From an optimization exercise on the open Yosys and OpenROAD flow, aimed at small area, a short achievable clock period and few clock cycles per item; shortcuts taken in it are not production practice. Function was checked by simulation only, so behaviour that the tests miss may differ from the original. Power is estimated from default activity; no workload was simulated.

--- flow/constraint.sdc ---
create_clock -name core_clock -period 5.0 [get_ports {clk}]
set_input_delay 1.0000 -clock core_clock [delete_from_list [all_inputs] [get_ports {clk}]]
set_output_delay 1.0000 -clock core_clock [all_outputs]
set_load 0.01 [all_outputs]
--- flow/design.v ---
`timescale 1ns / 1ps
module bin2bcd(
    input clk,
    input reset,
    input start,               
    input [11:0] bin_in,       
    output reg [15:0] bcd_out,  
    output reg done             
);
    wire [10:0] x = bin_in[11:1];
    wire [8:0]  q1;
    wire [2:0]  r1;
    wire i_24, i_25, i_26, i_27, i_28, i_29, i_30, i_31, i_32, i_33, i_34, i_35, i_36, i_37, i_38, i_39, i_40, i_41, i_42, i_43, i_44, i_45, i_46, i_47, i_48, i_49, i_50, i_51, i_52, i_53, i_54, i_55, i_56, i_57, i_58, i_59, i_60, i_61, i_62, i_63, i_64, i_65, i_66, i_67, i_68, i_69, i_70, i_71, i_72, i_73, i_74, i_75, i_76, i_77, i_78, i_79, i_80, i_81, i_82, i_83, i_84, i_85, i_86, i_87, i_88, i_89, i_90, i_91, i_92, i_93, i_94, i_95, i_96, i_97, i_98, i_99, i_100, i_101, i_102, i_103, i_104, i_105, i_106, i_107, i_108, i_116, i_117, i_120, i_121, i_123, i_124, i_125;
    assign i_24 = ~x[7]& x[9];
    assign i_25 = x[8]& ~x[10];
    assign i_26 = ~i_24 & i_25;
    assign i_27 = x[7]& ~x[9];
    assign i_28 = ~x[8]& x[10];
    assign i_29 = ~i_27 & i_28;
    assign i_30 = ~i_26 & ~i_29;
    assign i_31 = ~i_24 & ~i_27;
    assign i_32 = ~x[7]& ~i_25;
    assign i_33 = ~i_28 & ~i_32;
    assign i_34 = ~i_31 & ~i_33;
    assign i_35 = i_30 & i_34;
    assign i_36 = x[6]& i_35;
    assign i_37 = ~x[6]& ~i_30;
    assign i_38 = ~i_28 & i_31;
    assign i_39 = i_28 & ~i_31;
    assign i_40 = ~i_38 & ~i_39;
    assign i_41 = i_37 & ~i_40;
    assign i_42 = ~i_36 & ~i_41;
    assign i_43 = ~x[5]& ~i_42;
    assign i_44 = ~i_37 & i_40;
    assign i_45 = ~i_35 & ~i_44;
    assign i_46 = ~x[5]& ~i_36;
    assign i_47 = ~i_45 & i_46;
    assign i_48 = i_30 & ~i_34;
    assign i_49 = ~x[6]& ~i_48;
    assign i_50 = x[6]& i_48;
    assign i_51 = ~i_49 & ~i_50;
    assign i_52 = ~i_41 & ~i_51;
    assign i_53 = ~i_47 & i_52;
    assign i_54 = ~i_43 & ~i_53;
    assign i_55 = ~x[4]& ~i_54;
    assign i_56 = ~i_41 & i_45;
    assign i_57 = x[5]& ~i_56;
    assign i_58 = ~x[5]& i_56;
    assign i_59 = ~i_57 & ~i_58;
    assign i_60 = i_55 & ~i_59;
    assign i_61 = i_47 & i_51;
    assign i_62 = x[5]& ~i_42;
    assign i_63 = ~i_61 & ~i_62;
    assign i_64 = ~i_60 & i_63;
    assign i_65 = ~x[4]& ~i_60;
    assign i_66 = ~i_64 & ~i_65;
    assign i_67 = x[3]& i_66;
    assign i_68 = i_54 & i_63;
    assign i_69 = x[4]& ~i_68;
    assign i_70 = ~x[4]& i_68;
    assign i_71 = ~i_69 & ~i_70;
    assign i_72 = ~i_55 & i_59;
    assign i_73 = ~x[3]& ~i_61;
    assign i_74 = i_72 & i_73;
    assign i_75 = ~i_71 & i_74;
    assign i_76 = ~i_67 & ~i_75;
    assign i_77 = x[2]& ~i_76;
    assign i_78 = i_64 & ~i_72;
    assign i_79 = ~x[3]& ~i_78;
    assign i_80 = i_71 & ~i_79;
    assign i_81 = ~i_66 & ~i_75;
    assign i_82 = ~i_80 & i_81;
    assign i_83 = ~x[2]& ~i_82;
    assign i_84 = x[3]& i_78;
    assign i_85 = ~i_79 & ~i_84;
    assign i_86 = ~i_66 & i_85;
    assign i_87 = i_83 & i_86;
    assign i_88 = ~i_77 & ~i_87;
    assign i_89 = x[2]& i_82;
    assign i_90 = ~i_83 & ~i_89;
    assign i_91 = i_88 & i_90;
    assign i_92 = x[1]& ~i_88;
    assign i_93 = ~i_83 & ~i_85;
    assign i_94 = i_76 & ~i_93;
    assign i_95 = ~i_87 & i_94;
    assign i_96 = ~x[1]& ~i_95;
    assign i_97 = i_88 & i_96;
    assign i_98 = ~i_92 & ~i_97;
    assign i_99 = ~i_91 & i_98;
    assign i_100 = ~x[0]& i_99;
    assign i_101 = x[1]& i_95;
    assign i_102 = ~i_96 & ~i_101;
    assign i_103 = i_100 & i_102;
    assign i_104 = ~x[1]& i_90;
    assign i_105 = ~i_77 & ~i_94;
    assign i_106 = ~i_104 & i_105;
    assign i_107 = ~i_98 & ~i_106;
    assign i_108 = ~i_99 & ~i_107;
    assign q1[0]= ~i_103 & ~i_108;
    assign q1[1]= ~i_88 | i_106;
    assign q1[2]= ~i_82 & ~i_87;
    assign q1[3]= ~i_75 & ~i_78;
    assign q1[4]= ~i_60 & ~i_68;
    assign q1[5]= ~i_56 & ~i_61;
    assign q1[6]= ~i_41 & ~i_48;
    assign i_116 = x[9]& i_33;
    assign i_117 = ~x[9]& i_28;
    assign q1[7]= i_116 | i_117;
    assign q1[8]= x[10]& ~i_117;
    assign i_120 = x[0]& ~i_108;
    assign i_121 = ~x[0]& ~q1[0];
    assign r1[0]= ~i_120 & ~i_121;
    assign i_123 = i_102 & ~i_107;
    assign i_124 = x[0]& i_107;
    assign i_125 = ~i_100 & ~i_124;
    assign r1[1]= ~i_123 & i_125;
    assign r1[2]= i_103 | i_124;
    reg [8:0] q1_q;      
    reg [2:0] r1_q;      
    reg       b0_q;      
    always @(posedge clk)
    begin
        q1_q <= q1;
        r1_q <= r1;
        b0_q <= bin_in[0];
    end
    always @(posedge clk or posedge reset)
    begin
        if (reset)
            done <= 1'b0;
        else
            done <= start;
    end
    wire [7:0] y = q1_q[8:1];
    wire [9:0] o;
    wire o_19, o_20, o_21, o_22, o_23, o_24, o_25, o_26, o_27, o_28, o_29, o_30, o_31, o_32, o_33, o_34, o_35, o_36, o_37, o_38, o_39, o_40, o_41, o_42, o_43, o_44, o_45, o_46, o_47, o_48, o_49, o_50, o_51, o_52, o_53, o_54, o_55, o_56, o_57, o_58, o_59, o_60, o_61, o_62, o_63, o_64, o_65, o_66, o_67, o_68, o_69, o_70, o_71, o_72, o_73, o_75, o_77, o_78, o_79, o_82, o_83, o_84, o_85, o_86, o_87, o_88, o_89, o_90, o_91, o_92, o_93, o_94, o_95, o_96, o_97, o_98, o_99, o_100, o_101, o_102, o_103, o_104, o_105, o_106, o_108, o_109, o_111, o_112, o_114, o_115;
    assign o_19 = ~y[5]& y[7];
    assign o_20 = ~y[6]& o_19;
    assign o_21 = y[4]& o_20;
    assign o_22 = y[6]& ~o_19;
    assign o_23 = ~y[4]& o_22;
    assign o_24 = y[5]& ~y[7];
    assign o_25 = o_23 & ~o_24;
    assign o_26 = ~o_21 & ~o_25;
    assign o_27 = y[3]& ~o_26;
    assign o_28 = ~o_19 & ~o_24;
    assign o_29 = ~y[3]& o_26;
    assign o_30 = ~o_20 & ~o_22;
    assign o_31 = y[4]& o_30;
    assign o_32 = ~y[4]& ~o_30;
    assign o_33 = ~o_31 & ~o_32;
    assign o_34 = o_29 & o_33;
    assign o_35 = ~o_28 & o_34;
    assign o_36 = ~o_27 & ~o_35;
    assign o_37 = y[2]& ~o_36;
    assign o_38 = ~o_23 & ~o_28;
    assign o_39 = ~o_33 & o_38;
    assign o_40 = y[3]& ~o_39;
    assign o_41 = ~o_29 & ~o_40;
    assign o_42 = o_26 & ~o_38;
    assign o_43 = ~o_33 & o_42;
    assign o_44 = ~o_41 & ~o_43;
    assign o_45 = ~y[2]& ~o_44;
    assign o_46 = ~y[3]& ~o_42;
    assign o_47 = y[3]& o_42;
    assign o_48 = ~o_46 & ~o_47;
    assign o_49 = o_45 & o_48;
    assign o_50 = ~o_37 & ~o_49;
    assign o_51 = y[1]& ~o_50;
    assign o_52 = o_36 & o_48;
    assign o_53 = ~o_37 & ~o_45;
    assign o_54 = ~o_52 & o_53;
    assign o_55 = ~y[1]& o_54;
    assign o_56 = o_36 & o_44;
    assign o_57 = ~y[2]& ~o_56;
    assign o_58 = y[2]& o_56;
    assign o_59 = ~o_57 & ~o_58;
    assign o_60 = o_55 & o_59;
    assign o_61 = ~o_51 & ~o_60;
    assign o_62 = ~y[1]& ~o_50;
    assign o_63 = ~o_49 & ~o_59;
    assign o_64 = ~o_55 & o_63;
    assign o_65 = ~o_62 & ~o_64;
    assign o_66 = o_61 & o_65;
    assign o_67 = y[0]& ~o_66;
    assign o_68 = ~y[0]& ~o_65;
    assign o_69 = o_50 & ~o_54;
    assign o_70 = ~y[1]& ~o_69;
    assign o_71 = y[1]& o_69;
    assign o_72 = ~o_70 & ~o_71;
    assign o_73 = o_68 & o_72;
    assign o[3]= ~o_66 & ~o_73;
    assign o_75 = ~y[0]& ~o[3];
    assign o[0]= ~o_67 & ~o_75;
    assign o_77 = y[0]& ~o_61;
    assign o_78 = o_61 & o_72;
    assign o_79 = ~o_68 & ~o_78;
    assign o[1]= ~o_77 & o_79;
    assign o[2]= o_73 | o_77;
    assign o_82 = ~o_60 & ~o_69;
    assign o_83 = ~o_49 & ~o_56;
    assign o_84 = ~o_25 & ~o_30;
    assign o_85 = ~o_34 & ~o_42;
    assign o_86 = y[7]& ~o_20;
    assign o_87 = ~o_85 & o_86;
    assign o_88 = ~o_84 & o_87;
    assign o_89 = o_83 & o_88;
    assign o_90 = o_84 & ~o_86;
    assign o_91 = ~o_85 & o_90;
    assign o_92 = ~o_83 & o_91;
    assign o_93 = ~o_89 & ~o_92;
    assign o_94 = ~o_88 & ~o_90;
    assign o_95 = o_85 & ~o_86;
    assign o_96 = ~o_87 & ~o_95;
    assign o_97 = ~o_83 & ~o_96;
    assign o_98 = ~o_94 & ~o_97;
    assign o_99 = ~o_83 & o_94;
    assign o_100 = ~o_98 & ~o_99;
    assign o_101 = ~o_82 & ~o_100;
    assign o_102 = o_20 & o_83;
    assign o_103 = ~o_90 & ~o_96;
    assign o_104 = ~o_89 & o_103;
    assign o_105 = ~o_102 & ~o_104;
    assign o_106 = ~o_101 & ~o_105;
    assign o[7]= ~o_93 | o_106;
    assign o_108 = ~o_82 & o[7];
    assign o_109 = o_82 & ~o[7];
    assign o[4]= o_108 | o_109;
    assign o_111 = ~o_82 & ~o_93;
    assign o_112 = o_100 & ~o_108;
    assign o[5]= o_111 | o_112;
    assign o_114 = o_82 & ~o_93;
    assign o_115 = o_101 & ~o_105;
    assign o[6]= o_114 | o_115;
    assign o[8]= ~o_92 & ~o_94;
    assign o[9]= y[7]& o_94;
    always @(*)
        bcd_out = {1'b0, o, q1_q[0], r1_q, b0_q};
endmodule
--- flow/config.mk ---
export PLATFORM = sky130hd
export DESIGN_NAME = bin2bcd
export DESIGN_NICKNAME = bin2bcd
export VERILOG_FILES = /design/flow/design.v
export SDC_FILE = /design/flow/constraint.sdc
export NUM_CORES = 4
export LEC_CHECK = 0
export ABC_AREA = 1
export CAP_MARGIN = 20
export CORE_MARGIN = 2
export CORE_UTILIZATION = 40
export SLEW_MARGIN = 20
--- flow/run.sh ---
#!/bin/bash
# synth_recipe.tcl (not shown) runs the flow's synth.tcl, then flattens the netlist and writes it again
# the make line also repeats each setting of config.mk as NAME=value (left out here)
make -C /OpenROAD-flow-scripts/flow DESIGN_CONFIG=/design/flow/config.mk WORK_HOME=/design/flow/orfs CLKGATE_MAP_FILE= SYNTH_SCRIPT=/design/flow/synth_recipe.tcl finish
==> results.py, run 1 <==
metrics = {
    "timing": {
        "fmax_mhz": 216.9,
        "tns_ps": 0,
        "post-route-min-period_ps": 4611,
        "hold_viol": 0,
        "period_share_pct": 92.22,
        "setup_viol": 0,
        "slew_viol_final": 0,
        "grt_setup_unrepaired": "false",
    },
    "clocking": {
        "cts.sinks": 14,
        "cts_made_buffers": 3,
        "clk_pin_slew_ps": 80,
        "post_cts_buffers": 0,
        "clk_root_buffer_cell": "clkbuf_4",
        "clock_path_buffers": 2,
        "htreeDepth": 1,
        "cts_tree": "yes",
        "postCtsHoldBufs": 0,
        "cts_resized": 0,
    },
    "setup_path": {
        "end_kind": "primary output",
        "crit_chain": "inv_1 -> ha_1 -> ha_1 -> xnor2_1 -> nor3_1 -> a21boi_1 -> inv_1 -> nand2_1 -> nand3b_1 -> or2_1 -> or2_1 -> nand2_1 -> nand2_1 -> inv_1 -> o21ai_0 -> ha_1 -> o21ai_0 -> clkdlybuf4s50_1",
        "worstPathMaxFanout": 4,
        "crit_type": "reg2out",
        "max_stage_delay_ps": 550,
        "crit_required_ps": 4000,
        "start_kind": "register",
        "cp_slowest_cell": "clkdlybuf4s50_1",
        "cp.arrival_ps": 3610,
    },
    "cells_and_area": {
        "final_nets": 282,
        "syn_to_final_growth_pct": 26.19,
        "n_antenna_cell": 0,
        "drive_above_1_share_pct": 14.51,
        "instances_no_fill": 301,
    },
    "placed_design": {
        "globalplace.congestion": 0.7904,
        "port-buffer-count": 30,
        "dpl.hpwl_microns": 2203,
        "dp_cells": 297,
    },
    "synthesis": {
        "yosysTopAreaCell": "dfxtp_1",
        "syn_area_sq_um": 1448,
        "yosysUniqueCellTypes": 37,
        "ys_seq_elements": 14,
        "synth.avg_cell_area_sq_um": 6.492,
        "syn-instance-count": 223,
        "ys.flop_type": "dfxtp_1",
        "yosysWarnings": 1,
        "yosysTopAreaCellShare_pct": 17.98,
        "async_reset_ff_share_pct": 7.143,
        "synth.area.top_cells": "dfxtp_1 (18%), nand2_1 (12%), inv_1 (12%)",
        "seq_area_frac_synth_pct": 19.71,
        "synth_edf_count": 0,
        "synth_fp_nets": 249,
    },
    "floorplan": {
        "dieArea_sq_um": 4117,
        "start_util_pct": 42.38,
        "num_rows": 21,
        "fp.coreArea_sq_um": 3416,
        "die_x_microns": 64.16,
        "io_pins": 32,
        "die_h_microns": 64.16,
    },
    "power": {
        "finalPower_uw": 891.7,
        "power_leakage_nw": 0.9726,
        "power.density_nw_per_um2": 488.1,
        "vdd_drop_max_mv": 0.1481,
    },
    "routing": {
        "routed-wl-met3_microns": 57,
        "drc": 0,
        "topRoutingLayerUsed": "met4",
        "wl_met2_microns": 1113,
        "drtPass1Iterations": 4,
        "viasPerCell": 4.581,
        "wl_per_cell_microns": 8.296,
        "drt-met1-wl_microns": 1303,
        "wirelength_microns": 2497,
        "num_vias": 1379,
        "drt_iter0_markers": 24,
        "drtAntennaViolNets": 0,
    },
    "job": {
        "cap_violations": 0,
    },
    "grt": {
        "grt_usage_pct": 12.77,
        "grt_max_degree": 9,
        "grt_pass1_vias": 1159,
        "grt_pass1_wl_microns": 4443,
        "gr-total-overflow": 0,
        "antenna_found_initial": 0,
    },
    "status": {
        "status": "timing/DRC/antenna clean",
    },
    "hold_path": {
        "hp-class": "in2async",
    },
}
[cells by family after synthesis]
family | count (synthesis) | share of synthesized area [%]
other | 1 | 0.2590
DFF | 14 | 19.71
AOI/OAI and AO/OA | 26 | 11.41
adders and majority gates | 11 | 9.507
buffers and inverters | 53 | 14.52
and+or+nand+nor | 113 | 41.05
xor gates and xnor gates | 5 | 3.544
[worst max path at each step]
stage                  endpoint  depth (start not counted)       from  slack (ps)
CTS                 bcd_out[10]                         18    q1_q[6]         350
finish              bcd_out[10]                         18    q1_q[6]         390
global placement        r1_q[0]                         22  bin_in[8]         560
floorplan               r1_q[0]                         21  bin_in[8]        1130
global route        bcd_out[10]                         20    q1_q[6]          50
detailed placement      r1_q[0]                         22  bin_in[8]         420
[registers in the layout, summed over array words and instances, names as in the netlist]
name	count
b0_q	1
done	1
q1_q	9
r1_q	3
[area by class of cell]
type	count	area [sq um]
timing repair buffer	31	307.8
fill	351	1589
tap	46	57.56
multi-input combinational	156	952.2
inverter	50	187.7
sequential	14	285.3
clock buffer	4	36.28
[through the flow]
step | hold slack [ps] | util, % | setup WS, ps | cell area, sq um
after global routing | 835.3 | 53.48 | 46.71 | 1827
after CTS | 837.2 | 53.48 | 349.7 | 1827
after floorplan | 728.7 | - | 1131 | 1448
after global placement | 1149 | 52.42 | 563.6 | 1790
after detailed placement | 1146 | 52.42 | 423.4 | 1790
final | 849.9 | 53.48 | 389.1 | 1827
[cells in the final DEF, fill, tap and decap left out, types with 2 or more instances in the layout]
master and n:
nand3b_1 3, ha_1 11, nor2_2 2, nand3_2 5, o21ai_1 2, nand2_1 48, nor2_4 2, clkbuf_4 3
inv_1 46, dfxtp_1 13, xor2_1 3, a31oi_1 2, a21oi_2 3, nand3_1 19, nand4_1 3, o21ai_0 8
a21oi_1 4, nor2_1 13, inv_2 4, nor3_1 2, nand2_2 8, clkdlybuf4s50_1 30, nand3_4 2, or2_1 2
o21ai_2 2
[cell usage after synthesis, types with 3 or more instances]
master,count
buf_4,3
xor2_1,3
dfxtp_1,13
nand3_2,5
nand3b_1,3
nand2_2,8
inv_1,46
nand2_1,48
inv_2,4
nand4_1,3
a21oi_1,4
a21oi_2,3
nor2_1,13
ha_1,11
o21ai_0,8
nand3_1,19
[per-layer routing]
| metal | GRT usage (%) | vias up |
|---|---|---|
| met5 | 0 | - |
| met4 | 5.585 | 0 |
| met3 | 0.5282 | 4 |
| met2 | 21.35 | 26 |
| met1 | 17.04 | 581 |
| li1 | - | 768 |
[critical path: cells and delay by family, from the launching register on]
kind	cells	cell delay [ps]
AO/OA/AOI/OAI	3	470
AND/OR/NAND/NOR	7	910
flip-flops	1	340
XOR/XNOR	1	220
buffers and inverters	4	710
adder cells (fa/ha/maj)	3	710
[power by group]
part | switching, mW | internal, mW | total (mW)
Combinational | 0.330 | 0.322 | 0.651
Clock | 0.0331 | 0.0442 | 0.0773
Sequential | 0.0180 | 0.145 | 0.163
Total | 0.381 | 0.511 | 0.892
Testbench counts, summed over its fixed seeds: cycles 3,200, conversions 3,200.
==> run 2: changes to the inputs <==
--- a/flow/config.mk
+++ b/flow/config.mk
@@ -11,2 +11,3 @@
 export CORE_UTILIZATION = 40
+export SETUP_SLACK_MARGIN = 1.0
 export SLEW_MARGIN = 20
==> run 2 against run 1 <==
Net effect:
- largest cell class unchanged
- non-clock buffer count increased by 9
- still clean
- first-iteration DRC count increased by 4.2%
- sequential share of layout area decreased by 1.7 points
==> results.py, run 2 <==
metrics = {
    "setup_path": {
        "end_kind": "primary output",
        "max_stage_delay_ps": 340,
        "cpLargestDelayFamily": "simple AND/OR/NAND/NOR gates",
        "cp.arrival_ps": 2920,
        "crit_buf_inv": 5,
        "crit_required_ps": 4000,
        "crit_chain": "inv_2 -> ha_4 -> inv_2 -> ha_4 -> nand3b_1 -> o21ai_2 -> nor2_2 -> and2_4 -> nor2_4 -> nor2_2 -> nand3b_1 -> or2_1 -> or2_1 -> nand2_2 -> nand2_2 -> inv_2 -> o21ai_2 -> ha_1 -> inv_1 -> buf_2",
        "worstPathMaxFanout": 4,
        "cp_slowest_cell": "dfxtp_2",
        "crit_top_cell": "inv_2",
        "crit_type": "reg2out",
        "start_kind": "register",
    },
    "cells_and_area": {
        "final_cell_mix": "inv_1 (42), nand2_1 (41), clkdlybuf4s50_1 (18)",
        "final_common_cell": "inv_1",
        "final_nets": 291,
        "largest_register_ffs": 9,
        "fin_area_sq_um": 2071,
        "regMostFlops": "q1_q",
        "utilization_pct": 60.62,
        "drive_above_1_share_pct": 32.58,
        "syn_to_final_growth_pct": 43.04,
        "n_antenna_cell": 0,
        "reg_top3": "q1_q: 9 flops, r1_q: 3 flops",
    },
    "hold_path": {
        "hp-class": "in2async",
    },
    "synthesis": {
        "yosysTopAreaCell": "dfxtp_1",
        "async_reset_ff_share_pct": 7.143,
        "seq_area_frac_synth_pct": 19.71,
        "ys_top_cells_by_count": "nand2_1 (48), inv_1 (46), nand3_1 (19), dfxtp_1 (13), nor2_1 (13)",
        "yosysTopAreaCellShare_pct": 17.98,
        "synth_edf_count": 0,
        "synth.area.top_cells": "dfxtp_1 (18%), nand2_1 (12%), inv_1 (12%)",
        "syn_area_sq_um": 1448,
        "synth_fa_ha_area_share_pct": 9.507,
        "ys_seq_elements": 14,
        "yosys.area_share.simple_pct": 41.05,
        "ys.flop_type": "dfxtp_1",
        "synth.avg_cell_area_sq_um": 6.492,
        "synth_compound_area_share_pct": 11.41,
        "synth_top_family_by_area": "simple AND/OR/NAND/NOR gates",
        "yosysMostFrequentCell": "nand2_1",
        "synthMuxAreaShare_pct": 0,
        "yosysUniqueCellTypes": 37,
        "syn-instance-count": 223,
        "synth_fp_nets": 249,
        "yosysWarnings": 1,
        "synth-xor-area-share_pct": 3.544,
    },
    "timing": {
        "period_share_pct": 78.47,
        "worst_slack_ps": 1077,
        "setup_viol": 0,
        "slew_viol_final": 0,
        "hold_viol": 0,
        "grt_setup_unrepaired": "true",
        "post-route-min-period_ps": 3923,
        "fmax_mhz": 254.9,
        "tns_ps": 0,
    },
    "power": {
        "vdd_drop_max_mv": 0.1517,
        "power.density_nw_per_um2": 457.0,
        "power_leakage_nw": 1.074,
        "finalPower_uw": 946.3,
    },
    "placed_design": {
        "post-place-ws_ps": 423.4,
        "port-buffer-count": 30,
        "globalplace.congestion": 0.7904,
        "dpl.hpwl_microns": 2203,
        "dpl_cell_area_sq_um": 1790,
    },
    "floorplan": {
        "io_pins": 32,
        "die_x_microns": 64.16,
        "start_util_pct": 42.38,
        "die_h_microns": 64.16,
        "dieArea_sq_um": 4117,
        "num_rows": 21,
        "fp.coreArea_sq_um": 3416,
    },
    "grt": {
        "grt_max_degree": 9,
        "antenna_found_initial": 0,
        "grt_pass1_vias": 1239,
        "gr-total-overflow": 0,
        "grt_pass1_wl_microns": 4726,
        "grt_usage_pct": 13.73,
    },
    "status": {
        "status": "timing/DRC/antenna clean",
    },
    "routing": {
        "wirelength_microns": 2962,
        "drtPass1Iterations": 4,
        "num_vias": 1448,
        "viasPerCell": 4.671,
        "drtAntennaViolNets": 0,
        "drt_iter0_markers": 25,
        "wl_per_cell_microns": 9.555,
        "drc": 0,
    },
    "clocking": {
        "clk_root_buffer_cell": "clkbuf_4",
        "postCtsHoldBufs": 0,
        "htreeDepth": 1,
        "cts.sinks": 14,
        "clk_pin_slew_ps": 80,
        "clock_path_buffers": 2,
        "cts_made_buffers": 3,
        "cts_tree": "yes",
    },
    "job": {
        "cap_violations": 0,
    },
}
[run 2: cell counts after synthesis]
Identical to the previous run, type by type.
[run 2: per-stage QoR]
stage | cells | hold slack (ps)
floorplan | 223 | 728.7
global route | 310 | 835.3
finish | 310 | 851.8
global placement | 297 | 1149
detailed placement | 297 | 1146
CTS | 307 | 837.2
[run 2: layout make-up]
type,count,area (sq um)
sequential,14,287.8
fill,328,1345
multi-input combinational,156,1149
tap,46,57.56
inverter,50,190.2
timing repair buffer,40,350.3
clock buffer,4,36.28
[run 2: final timing paths]
check	slack, ps	startpoint	to	depth (start not counted)
min in group core_clock	1030	bin_in[10]	q1_q[8]	3
max in group asynchronous	4060	reset	done	2
min	850	reset	done	2
max	1080	q1_q[6]	bcd_out[9]	20
[run 2: what timing repair did]
action | CTS | global route
pin swaps | 14 | 16
buffers inserted | 6 | 3
gates resized for setup | 40 | 34
setup endpoints to repair | 12 | 12
[run 2: layer usage]
metal | wire length [microns] | GRT usage (%) | part of all wire [%]
met1 | 1363 | 16.93 | 46
met5 | 0 | 0 | 0
met3 | 55 | 0.5282 | 1.9
met4 | 0 | 5.585 | 0
met2 | 1543 | 24.87 | 52
[run 2: where the power goes]
part | leakage (nW) | switching (mW) | internal [mW]
clock network | 0.0210 | 0.0324 | 0.0442
logic | 0.932 | 0.377 | 0.325
registers | 0.121 | 0.0224 | 0.145
total | 1.07 | 0.432 | 0.514
[run 2: logic make-up (layout without fill, tap and decap cells)]
logic type,count (synthesis),after routing
and+or+nand+nor,113,113
DFF,14,14
xor gates and xnor gates,5,5
AOI/OAI and AO/OA,26,26
other,1,1
buffers and inverters,53,94
adders and majority gates,11,11
==> run 3: changes to the inputs <==
==> flow/flow/run.sh (new file) <==
#!/bin/bash
# Own flow: the standard layout, with two changes:
#  - synthesis maps the logic with an area-oriented ABC script (flow/abc_map.script);
#    everything else in synthesis is the standard script;
#  - ports are buffered with sky130_fd_sc_hd__buf_1 instead of the default buffer.
set -euo pipefail
W=$(pwd)
F=$W/flow
export MY_ABC_SCRIPT=$F/abc_map.script
export FLOW_SYNTH_TCL=$W/synth_recipe.tcl
make -C "$FLOW_HOME" DESIGN_CONFIG="$W/config.mk" WORK_HOME="$W/orfs" CLKGATE_MAP_FILE= \
  SYNTH_SCRIPT="$F/my_synth.tcl" synth > "$W/synth.log" 2>&1
export BUFFER_PORTS_ARGS="-buffer_cell sky130_fd_sc_hd__buf_1"
cp standard.sh standard_used.sh
bash standard.sh > "$W/layout.log" 2>&1
==> flow/flow/abc_map.script (new file) <==
strash
dch
amap
topo
stime -c
==> flow/flow/my_synth.tcl (new file) <==
# The standard synthesis script (synth_recipe.tcl), with only the script
# that ABC maps the logic with replaced by MY_ABC_SCRIPT. Yosys's -import skips
# commands that already exist, so this abc wrapper is the one synth.tcl calls.
proc abc {args} {
  set i [lsearch -exact $args -script]
  if {$i >= 0} { lset args [expr {$i + 1}] $::env(MY_ABC_SCRIPT) }
  yosys abc {*}$args
}
source $::env(FLOW_SYNTH_TCL)
==> flow/standard.sh (new file) <==
#!/bin/bash
# synth_recipe.tcl (not shown) runs the flow's synth.tcl, then flattens the netlist and writes it again
# the make line also repeats each setting of config.mk as NAME=value (left out here)
make -C /OpenROAD-flow-scripts/flow DESIGN_CONFIG=/design/flow/config.mk WORK_HOME=/design/flow/orfs CLKGATE_MAP_FILE= SYNTH_SCRIPT=/design/flow/synth_recipe.tcl "${@:-finish}"
--- a/flow/config.mk
+++ b/flow/config.mk
@@ -7,3 +7,2 @@
 export LEC_CHECK = 0
-export ABC_AREA = 1
 export CAP_MARGIN = 20
removed: flow/run.sh
==> run 3 against run 2 <==
Net effect:
- still clean on timing, DRC and antenna
- area after synthesis is 21% lower
- non-clock buffer count up 27
- critical path depth rose by 5
- design area rose by 9.5%
- clock-buffer cell count unchanged
- routed wire length up 30%
- setup slack got worse by 370 ps
- sequential share of layout area decreased by 1.2 points
- largest power group unchanged
- highest routed layer is now met4
==> results.py, run 3 <==
metrics = {
    "status": {
        "status": "timing/DRC/antenna clean",
    },
    "synthesis": {
        "ys_seq_elements": 14,
        "syn_area_sq_um": 1147,
        "synth.area.top_cells": "dfxtp_1 (23%), nor2_1 (12%), ha_1 (12%)",
        "async_reset_ff_share_pct": 7.143,
        "ys_top_cells_by_count": "nor2_1 (38), clkinv_1 (30), o21ai_0 (15), dfxtp_1 (13), nand2_1 (13)",
        "yosysMostFrequentCell": "nor2_1",
        "syn-instance-count": 176,
        "ys.flop_type": "dfxtp_1",
        "yosysTopAreaCellShare_pct": 22.68,
        "yosysWarnings": 1,
        "synth_fp_nets": 202,
        "yosysTopAreaCell": "dfxtp_1",
        "synth.avg_cell_area_sq_um": 6.519,
        "synth_edf_count": 0,
        "yosysUniqueCellTypes": 27,
        "seq_area_frac_synth_pct": 24.86,
    },
    "timing": {
        "post-route-min-period_ps": 4288,
        "grt_setup_unrepaired": "true",
        "setup_viol": 0,
        "period_share_pct": 85.77,
        "worst_slack_ps": 711.5,
        "hold_viol": 0,
        "slew_viol_final": 0,
        "tns_ps": 0,
        "fmax_mhz": 233.2,
    },
    "cells_and_area": {
        "instances_no_fill": 275,
        "regMostFlops": "q1_q",
        "fin_area_sq_um": 2268,
        "fillers": 154,
        "final_cell_mix": "buf_4 (26), buf_1 (18), clkinv_1 (17)",
        "n_antenna_cell": 0,
        "syn_to_final_growth_pct": 97.71,
        "final_nets": 271,
        "drive_above_1_share_pct": 61.48,
        "largest_register_ffs": 9,
        "final_common_cell": "buf_4",
        "reg_top3": "q1_q: 9 flops, r1_q: 3 flops",
    },
    "power": {
        "p_sw_uw": 562.5,
        "power.density_nw_per_um2": 537.0,
        "clockPowerShare_pct": 5.3,
        "swShare_pct": 46.18,
        "power_leakage_nw": 0.8810,
        "vdd_drop_max_mv": 0.6078,
        "p_comb_share_pct": 81.4,
        "p_int_uw": 655.7,
        "pwr-share-seq_pct": 13.3,
    },
    "routing": {
        "wl_met2_microns": 2180,
        "wirelength_microns": 3852,
        "drtAntennaViolNets": 0,
        "topRoutingLayerUsed": "met4",
        "routed-wl-met3_microns": 87,
        "wl_per_cell_microns": 14.01,
        "drc": 0,
        "drtPass1Iterations": 4,
        "drt_iter0_markers": 52,
        "num_vias": 1452,
        "viasPerCell": 5.280,
        "drt-met1-wl_microns": 1510,
    },
    "clocking": {
        "clock_path_buffers": 2,
        "clk_root_buffer_cell": "clkbuf_4",
        "clk_pin_slew_ps": 80,
        "htreeDepth": 1,
        "postCtsHoldBufs": 0,
        "cts_tree": "yes",
        "cts.sinks": 14,
        "cts_made_buffers": 3,
    },
    "setup_path": {
        "crit_required_ps": 5170,
        "cp.arrival_ps": 4460,
        "crit_buf_inv": 5,
        "max_stage_delay_ps": 260,
        "start_kind": "input pin",
        "cp_slowest_cell": "o22ai_4",
        "crit_type": "in2reg",
        "worstPathMaxFanout": 4,
        "cpLargestDelayFamily": "compound AO/OA/AOI/OAI gates",
        "end_kind": "register",
    },
    "grt": {
        "grt_max_degree": 9,
        "grt_pass1_wl_microns": 5257,
        "gr-total-overflow": 0,
        "grt_pass1_vias": 1303,
        "antenna_found_initial": 0,
        "grt_usage_pct": 20.06,
    },
    "placed_design": {
        "dpl.hpwl_microns": 2038,
        "dp_cells": 234,
        "port-buffer-count": 30,
        "globalplace.congestion": 0.7585,
        "dpl_cell_area_sq_um": 1410,
        "post-place-ws_ps": 67.94,
    },
    "floorplan": {
        "num_rows": 19,
        "start_util_pct": 41.97,
        "die_x_microns": 57.56,
        "fp.coreArea_sq_um": 2734,
        "dieArea_sq_um": 3313,
        "die_h_microns": 57.56,
        "io_pins": 32,
    },
    "job": {
        "cap_violations": 0,
    },
    "hold_path": {
        "hp-class": "in2async",
    },
}
-- run 3: cell count changes after synthesis, sizes merged, moves of 4 or more --
cell	delta
xor2	-4
nor2	+21
nand3	-24
a21oi	+5
inv	-50
o22ai	+6
clkinv	+30
nand2	-44
nor2b	+4
-- run 3: worst paths after layout --
check,start,end,slack (ps),depth (start not counted)
setup / recovery,bin_in[11],r1_q[0],710,25
hold / removal,reset,done,520,2
max in group asynchronous,reset,done,4400,2
min in group core_clock,bin_in[0],b0_q,810,1
-- run 3: cell type report --
type / count / area, sq um / area share, %
Tap cell: 31 / 38.79 / 1.710
Clock buffer: 4 / 26.28 / 1.158
Sequential cell: 14 / 287.8 / 12.69
Multi-Input combinational cell: 129 / 1260 / 55.54
Timing Repair Buffer: 67 / 495.5 / 21.84
Inverter: 30 / 160.2 / 7.060
-- run 3: cell families (layout without fill, tap and decap cells) --
group	Yosys count	in the layout	share of synthesized area, %
other	1	1	0.3268
DFF	14	14	24.86
adders and majority gates	11	11	12.00
buffers and inverters	33	101	11.78
and+or+nand+nor	71	71	26.94
AOI/OAI and AO/OA	46	46	24.10
-- run 3: repair_timing --
action                                  in CTS  in global routing
pin swaps                                   39                 30
hold endpoints to repair                     0                  0
setup buffers                               31                  6
endpoints found under the setup margin      12                 12
resized for setup                           87                 70
-- run 3: through the flow --
stage	power, mW	util, %	hold WS, ps
after floorplan	0.5106	-	722.8
after global routing	1.287	82.97	498.4
after CTS	0.9513	71.58	501.3
after global placement	0.6033	51.58	805.1
final	1.218	82.97	521.2
after detailed placement	0.6213	51.58	812.7
-- run 3: power groups by stage --
| stage | clock network, mW | logic (mW) | registers, mW |
|---|---|---|---|
| final | 0.0648 | 0.992 | 0.162 |
| after global routing | 0.0737 | 1.05 | 0.165 |
| after CTS | 0.0686 | 0.723 | 0.160 |
| after detailed placement | 0 | 0.462 | 0.160 |
| after global placement | 0 | 0.444 | 0.159 |
| after floorplan | 0 | 0.347 | 0.164 |
-- run 3: per-layer routing --
layer	GRT usage (%)	vias up
li1	-	737
met1	21.45	681
met2	38.15	26
met3	3.175	8
met4	8.638	0
met5	0	-
==> run 4: changes to the inputs <==
--- a/flow/config.mk
+++ b/flow/config.mk
@@ -10,3 +10,3 @@
 export CORE_UTILIZATION = 40
-export SETUP_SLACK_MARGIN = 1.0
+export SETUP_SLACK_MARGIN = 0.5
 export SLEW_MARGIN = 20
==> run 4 against run 3 <==
Net effect:
- first-iteration DRC count fell by 23%
- combinational power is 43% lower
- sequential share of layout area increased by 4.7 points
- flip-flop and latch count stayed put
- routed wire length shrank 25%
- synthesized cell count unchanged
- clock power increased by 25%
- design area decreased by 28%
- final cell count fell by 9.1%
- largest cell class unchanged
==> results.py, run 4 <==
metrics = {
    "status": {
        "status": "timing/DRC/antenna clean",
    },
    "clocking": {
        "clk_pin_slew_ps": 90,
        "cts_made_buffers": 3,
        "cts.sinks": 14,
        "htreeDepth": 1,
        "cts_tree": "yes",
        "clock_path_buffers": 2,
        "clk_root_buffer_cell": "clkbuf_4",
    },
    "floorplan": {
        "io_pins": 32,
        "dieArea_sq_um": 3313,
        "die_h_microns": 57.56,
        "die_x_microns": 57.56,
        "start_util_pct": 41.97,
        "num_rows": 19,
        "fp.coreArea_sq_um": 2734,
    },
    "timing": {
        "setup_viol": 0,
        "grt_setup_unrepaired": "true",
        "post-route-min-period_ps": 4471,
        "period_share_pct": 89.43,
        "slew_viol_final": 0,
        "fmax_mhz": 223.6,
        "hold_viol": 0,
        "worst_slack_ps": 528.6,
    },
    "routing": {
        "drtPass1Iterations": 4,
        "wl_per_cell_microns": 11.58,
        "drt_iter0_markers": 40,
        "wirelength_microns": 2896,
        "num_vias": 1299,
        "drc": 0,
        "drtAntennaViolNets": 0,
        "viasPerCell": 5.196,
    },
    "cells_and_area": {
        "drive_above_1_share_pct": 31.96,
        "syn_to_final_growth_pct": 42.97,
        "final_common_cell": "nor2_1",
        "n_antenna_cell": 0,
        "largest_register_ffs": 9,
        "instances_no_fill": 250,
        "final_cell_mix": "nor2_1 (28), buf_1 (26), clkinv_1 (20)",
        "regMostFlops": "q1_q",
        "final_nets": 246,
        "fin_area_sq_um": 1640,
        "reg_top3": "q1_q: 9 flops, r1_q: 3 flops",
    },
    "power": {
        "p_comb_share_pct": 70.1,
        "pwr-share-seq_pct": 19.8,
        "power.density_nw_per_um2": 488.7,
        "clockPowerShare_pct": 10.1,
        "finalPower_uw": 801.6,
        "vdd_drop_max_mv": 0.4528,
        "swShare_pct": 47.91,
        "p_sw_uw": 384.0,
        "p_int_uw": 417.5,
        "power_leakage_nw": 0.6614,
    },
    "synthesis": {
        "yosysTopAreaCell": "dfxtp_1",
        "synthMuxAreaShare_pct": 0,
        "synth-xor-area-share_pct": 0,
        "yosysMostFrequentCell": "nor2_1",
        "yosysTopAreaCellShare_pct": 22.68,
        "async_reset_ff_share_pct": 7.143,
        "ys_top_cells_by_count": "nor2_1 (38), clkinv_1 (30), o21ai_0 (15), dfxtp_1 (13), nand2_1 (13)",
        "synth_edf_count": 0,
        "ys.flop_type": "dfxtp_1",
        "seq_area_frac_synth_pct": 24.86,
        "synth_fa_ha_area_share_pct": 12.00,
        "synth.area.top_cells": "dfxtp_1 (23%), nor2_1 (12%), ha_1 (12%)",
        "synth_compound_area_share_pct": 24.10,
        "yosysWarnings": 1,
        "synth_fp_nets": 202,
        "ys_seq_elements": 14,
        "synth.avg_cell_area_sq_um": 6.519,
        "syn_area_sq_um": 1147,
        "yosys.area_share.simple_pct": 26.94,
        "syn-instance-count": 176,
        "yosysUniqueCellTypes": 27,
        "synth_top_family_by_area": "simple AND/OR/NAND/NOR gates",
    },
    "grt": {
        "grt_pass1_wl_microns": 4671,
        "grt_usage_pct": 17.33,
        "antenna_found_initial": 0,
        "grt_max_degree": 9,
        "grt_pass1_vias": 1175,
        "gr-total-overflow": 0,
    },
    "setup_path": {
        "crit_required_ps": 5180,
        "crit_buf_inv": 4,
        "worstPathMaxFanout": 5,
        "crit_type": "in2reg",
        "start_kind": "input pin",
        "cp_slowest_cell": "ha_4",
        "startpoint": "bin_in[8]",
        "end_kind": "register",
        "cpLargestDelayFamily": "compound AO/OA/AOI/OAI gates",
        "max_stage_delay_ps": 310,
        "cp.arrival_ps": 4650,
    },
    "placed_design": {
        "dpl.hpwl_microns": 2040,
        "dp_cells": 234,
        "globalplace.congestion": 0.7738,
        "post-place-ws_ps": -113.7,
        "dpl_cell_area_sq_um": 1294,
        "port-buffer-count": 30,
    },
    "hold_path": {
        "hp-class": "in2async",
    },
    "job": {
        "cap_violations": 0,
    },
}
[run 4: cell count changes in the layout (fill, tap and decap cells not counted), moves of 6 or more]
cell	previous run	this run
ha_1	1	7
nor2_4	10	4
buf_4	26	12
buf_1	18	26
buf_6	14	0
nor2_2	12	6
inv_2	1	8
nor2_1	16	28
[run 4: cell type report]
class	count	area (sq um)
repair buffers	42	207.7
clock buffers	4	36.28
multi-input cells	129	954.7
well taps	31	38.79
inverters	30	117.6
flip-flops and latches	14	285.3
fillers	272	1094
[run 4: logic make-up (layout without fill, tap and decap cells)]
logic type                 count (synthesis)  in the layout
AOI/OAI and AO/OA                         46             46
other                                      1              1
DFF                                       14             14
buffers and inverters                     33             76
adders and majority gates                 11             11
and+or+nand+nor                           71             71
[run 4: final timing paths]
path,end,slack (ps),cells past startpoint
max,r1_q[0],530,25
min,done,510,2
max in group asynchronous,done,4400,2
min in group core_clock,b0_q,810,1
[run 4: timing repair]
action                                  CTS  global route
resized for setup                        22            54
endpoints found under the setup margin    6            12
hold buffers                              0             0
setup buffers                             1            11
pin swaps                                 3            21
[run 4: stage by stage]
step	util, %	setup TNS (ps)	hold WS [ps]
floorplan	-	0	722.8
global placement	47.32	0	807.0
detailed placement	47.32	-113.7	818.7
CTS	51.49	0	518.0
global route	60.00	0	506.0
finish	60.00	0	513.2
[run 4: metal layers]
metal,vias to the layer above,share of wire [%],track usage [%]
met4,0,2.6,6.977
li1,672,-,-
met5,-,0,0
met2,25,53,31.82
met1,594,41,20.14
met3,8,2.5,2.041
[run 4: power by group through the flow]
| stage | logic [mW] | registers, mW | clock network (mW) |
|---|---|---|---|
| floorplan | 0.320 | 0.164 | 0 |
| finish | 0.562 | 0.159 | 0.0807 |
| detailed placement | 0.434 | 0.160 | 0 |
| CTS | 0.458 | 0.157 | 0.0814 |
| global placement | 0.416 | 0.159 | 0 |
| global route | 0.626 | 0.163 | 0.0888 |
==> run 5: changes to the inputs <==
--- a/flow/config.mk
+++ b/flow/config.mk
@@ -10,3 +10,2 @@
 export CORE_UTILIZATION = 40
-export SETUP_SLACK_MARGIN = 0.5
 export SLEW_MARGIN = 20
==> run 5 against run 4 <==
Net effect:
- largest cell class unchanged
- via count decreased by 5.8%
- highest routed layer unchanged
- synthesized cell count unchanged
- combinational power decreased by about 20%
- utilization decreased by 10 points
- die area unchanged
- area after synthesis unchanged
- critical path depth decreased by 1
- critical endpoint unchanged
- hold slack got worse by 3.9 ps
==> results.py, run 5 <==
metrics = {
    "clocking": {
        "cts.sinks": 14,
        "clock_path_buffers": 2,
        "cts_made_buffers": 3,
        "post_cts_buffers": 0,
        "clk_root_buffer_cell": "clkbuf_4",
        "clk_pin_slew_ps": 90,
        "cts_tree": "yes",
        "htreeDepth": 1,
    },
    "synthesis": {
        "synth_fp_nets": 202,
        "ys_top_cells_by_count": "nor2_1 (38), clkinv_1 (30), o21ai_0 (15), dfxtp_1 (13), nand2_1 (13)",
        "yosysTopAreaCellShare_pct": 22.68,
        "synth.avg_cell_area_sq_um": 6.519,
        "yosysUniqueCellTypes": 27,
        "async_reset_ff_share_pct": 7.143,
        "yosysMostFrequentCell": "nor2_1",
        "yosysWarnings": 1,
        "ys_seq_elements": 14,
        "ys.flop_type": "dfxtp_1",
        "syn_area_sq_um": 1147,
        "seq_area_frac_synth_pct": 24.86,
        "synth_edf_count": 0,
        "yosysTopAreaCell": "dfxtp_1",
        "synth.area.top_cells": "dfxtp_1 (23%), nor2_1 (12%), ha_1 (12%)",
        "syn-instance-count": 176,
    },
    "setup_path": {
        "crit_required_ps": 5160,
        "worstPathMaxFanout": 4,
        "crit_type": "in2reg",
        "start_kind": "input pin",
        "end_kind": "register",
        "cp.arrival_ps": 4780,
    },
    "timing": {
        "period_share_pct": 92.34,
        "tns_ps": 0,
        "slew_viol_final": 0,
        "holdWs_ps": 509.3,
        "fmax_mhz": 216.6,
        "grt_setup_unrepaired": "true",
        "post-route-min-period_ps": 4617,
        "hold_viol": 0,
        "setup_viol": 0,
    },
    "cells_and_area": {
        "syn_to_final_growth_pct": 18.43,
        "drive_above_1_share_pct": 6.250,
        "n_antenna_cell": 0,
        "final_cell_mix": "nor2_1 (38), buf_1 (30), clkinv_1 (29)",
        "fillers": 285,
        "final_common_cell": "nor2_1",
        "final_nets": 235,
        "regMostFlops": "q1_q",
        "largest_register_ffs": 9,
        "reg_top3": "q1_q: 9 flops, r1_q: 3 flops",
    },
    "grt": {
        "grt_pass1_vias": 1089,
        "grt_pass1_wl_microns": 4084,
        "grt_usage_pct": 15.35,
        "gr-total-overflow": 0,
        "grt_max_degree": 9,
        "antenna_found_initial": 0,
    },
    "routing": {
        "drc": 0,
        "num_vias": 1224,
        "viasPerCell": 5.121,
        "wl_per_cell_microns": 10.03,
        "wirelength_microns": 2396,
        "drt_iter0_markers": 50,
        "drtPass1Iterations": 4,
        "drtAntennaViolNets": 0,
    },
    "power": {
        "power.density_nw_per_um2": 495.0,
        "p_int_uw": 343.6,
        "power_leakage_nw": 0.5289,
        "clockPowerShare_pct": 9.7,
        "pwr-share-seq_pct": 23.4,
        "vdd_drop_max_mv": 0.3753,
        "p_comb_share_pct": 66.9,
        "finalPower_uw": 672.6,
        "p_sw_uw": 329.0,
        "swShare_pct": 48.91,
    },
    "floorplan": {
        "dieArea_sq_um": 3313,
        "start_util_pct": 41.97,
        "die_x_microns": 57.56,
        "io_pins": 32,
        "num_rows": 19,
        "die_h_microns": 57.56,
        "fp.coreArea_sq_um": 2734,
    },
    "placed_design": {
        "globalplace.congestion": 0.7390,
        "port-buffer-count": 30,
        "dpl.hpwl_microns": 1986,
    },
    "status": {
        "status": "timing/DRC/antenna clean",
    },
    "hold_path": {
        "hp-class": "in2async",
    },
    "job": {
        "cap_violations": 0,
    },
}
-- run 5: what timing repair did --
item | 4_1_cts | 5_1_grt
hold buffers | 0 | 0
setup endpoints to repair | 0 | 6
resized for setup | 0 | 14
-- run 5: path summary, 6_finish.rpt --
check	startpoint	end	slack, ps	cells past startpoint
setup / recovery	bin_in[10]	r1_q[0]	380	24
hold / removal	reset	done	510	2
max in group asynchronous	reset	done	4410	2
min in group core_clock	bin_in[0]	b0_q	820	1
-- run 5: cell type report --
type,instances,area (sq um),share of cell area [%]
Clock buffer,4,26.28,1.934
Tap cell,31,38.79,2.855
Sequential cell,14,285.3,20.99
Inverter,30,112.6,8.287
Multi-Input combinational cell,129,775.7,57.09
Timing Repair Buffer,31,120.1,8.840
-- run 5: stage by stage --
step / worst slack (ps) / std cells / utilization, % / area [sq um]
after floorplan: 417.5 / 176 / - / 1147
after global placement: 112.5 / 235 / 46.96 / 1284
after detailed placement: -192.5 / 235 / 46.96 / 1284
after CTS: 93.38 / 239 / 47.92 / 1310
after global routing: -16.97 / 239 / 49.70 / 1359
final: 383.2 / 239 / 49.70 / 1359
-- run 5: logic make-up after synthesis --
kind of cell | Yosys count | share of synthesized area [%]
AO/OA/AOI/OAI | 46 | 24.10
adder cells (fa/ha/maj) | 11 | 12.00
buffers and inverters | 33 | 11.78
flip-flops | 14 | 24.86
other | 1 | 0.3268
AND/OR/NAND/NOR | 71 | 26.94
-- run 5: worst max-delay path, cell delays in order --
cell	delay (ps)
buf_1	150
clkinv_1	110
ha_1	230
o22ai_4	180
nor3_1	70
o21ai_0	210
nor3_1	100
o32ai_1	330
nand2b_1	140
nor2_1	230
a211oi_2	80
clkinv_1	70
ha_1	130
o211ai_1	110
ha_1	210
and3_1	200
or2_0	230
ha_1	180
o22ai_1	140
o21ai_1	110
nor2_1	120
and2_0	160
a21oi_1	50
a32o_1	230
-- run 5: per-layer routing --
metal	vias to the layer above	GRT usage (%)	part of all wire [%]
met4	0	7.973	1.8
met2	31	27.92	52
met1	531	17.17	41
met3	4	2.041	4.7
li1	658	-	-
met5	-	0	0
-- run 5: power groups by stage --
| stage | registers (mW) | logic [mW] | clock network [mW] |
|---|---|---|---|
| floorplan | 0.164 | 0.317 | 0 |
| global placement | 0.159 | 0.417 | 0 |
| detailed placement | 0.160 | 0.435 | 0 |
| CTS | 0.158 | 0.437 | 0.0685 |
| global route | 0.161 | 0.511 | 0.0734 |
| finish | 0.157 | 0.450 | 0.0652 |

afterwards: timing with drivers on the ports:
Ports are ideal in the flow. The routed layouts listed here were re-timed in OpenROAD. Step 1: set_driving_cell puts a clkbuf_16 on clk and a buf_2 on each other input, an assumption about the parent block. Step 2 times the ports against the registers' clock, not the clock port: input delays grow and output delays shrink by t, the midpoint of the rising clock arrivals with the driver on. Slacks: ideal / step 1 / step 2; pairs: ideal / step 1.
| run | t (ns) | setup WS [ns] | latest minus earliest clock arrival (ns) | worst register clock-pin slew, ns | worst slew at a driven data input, ns |
|---|---|---|---|---|---|
| run 1 | 0.287 | 0.389 / 0.370 / 0.412 | 0.004 / 0.005 | 0.08 / 0.08 | 0.03 |
| run 2 | 0.284 | 1.077 / 1.059 / 0.978 | 0.005 / 0.005 | 0.08 / 0.08 | 0.03 |
| run 3 | 0.298 | 0.712 / 0.679 / 0.381 | 0.002 / 0.002 | 0.08 / 0.08 | 0.06 |
| run 4 | 0.292 | 0.529 / 0.528 / 0.236 | 0.008 / 0.008 | 0.09 / 0.09 | 0.03 |
| run 5 | 0.293 | 0.383 / 0.383 / 0.090 | 0.009 / 0.008 | 0.09 / 0.09 | 0.03 |
After both steps setup and hold are still met in every run listed. The setup slack of run 3, which loses most, moves by -0.033 ns with the drivers and by -0.331 ns with both steps.
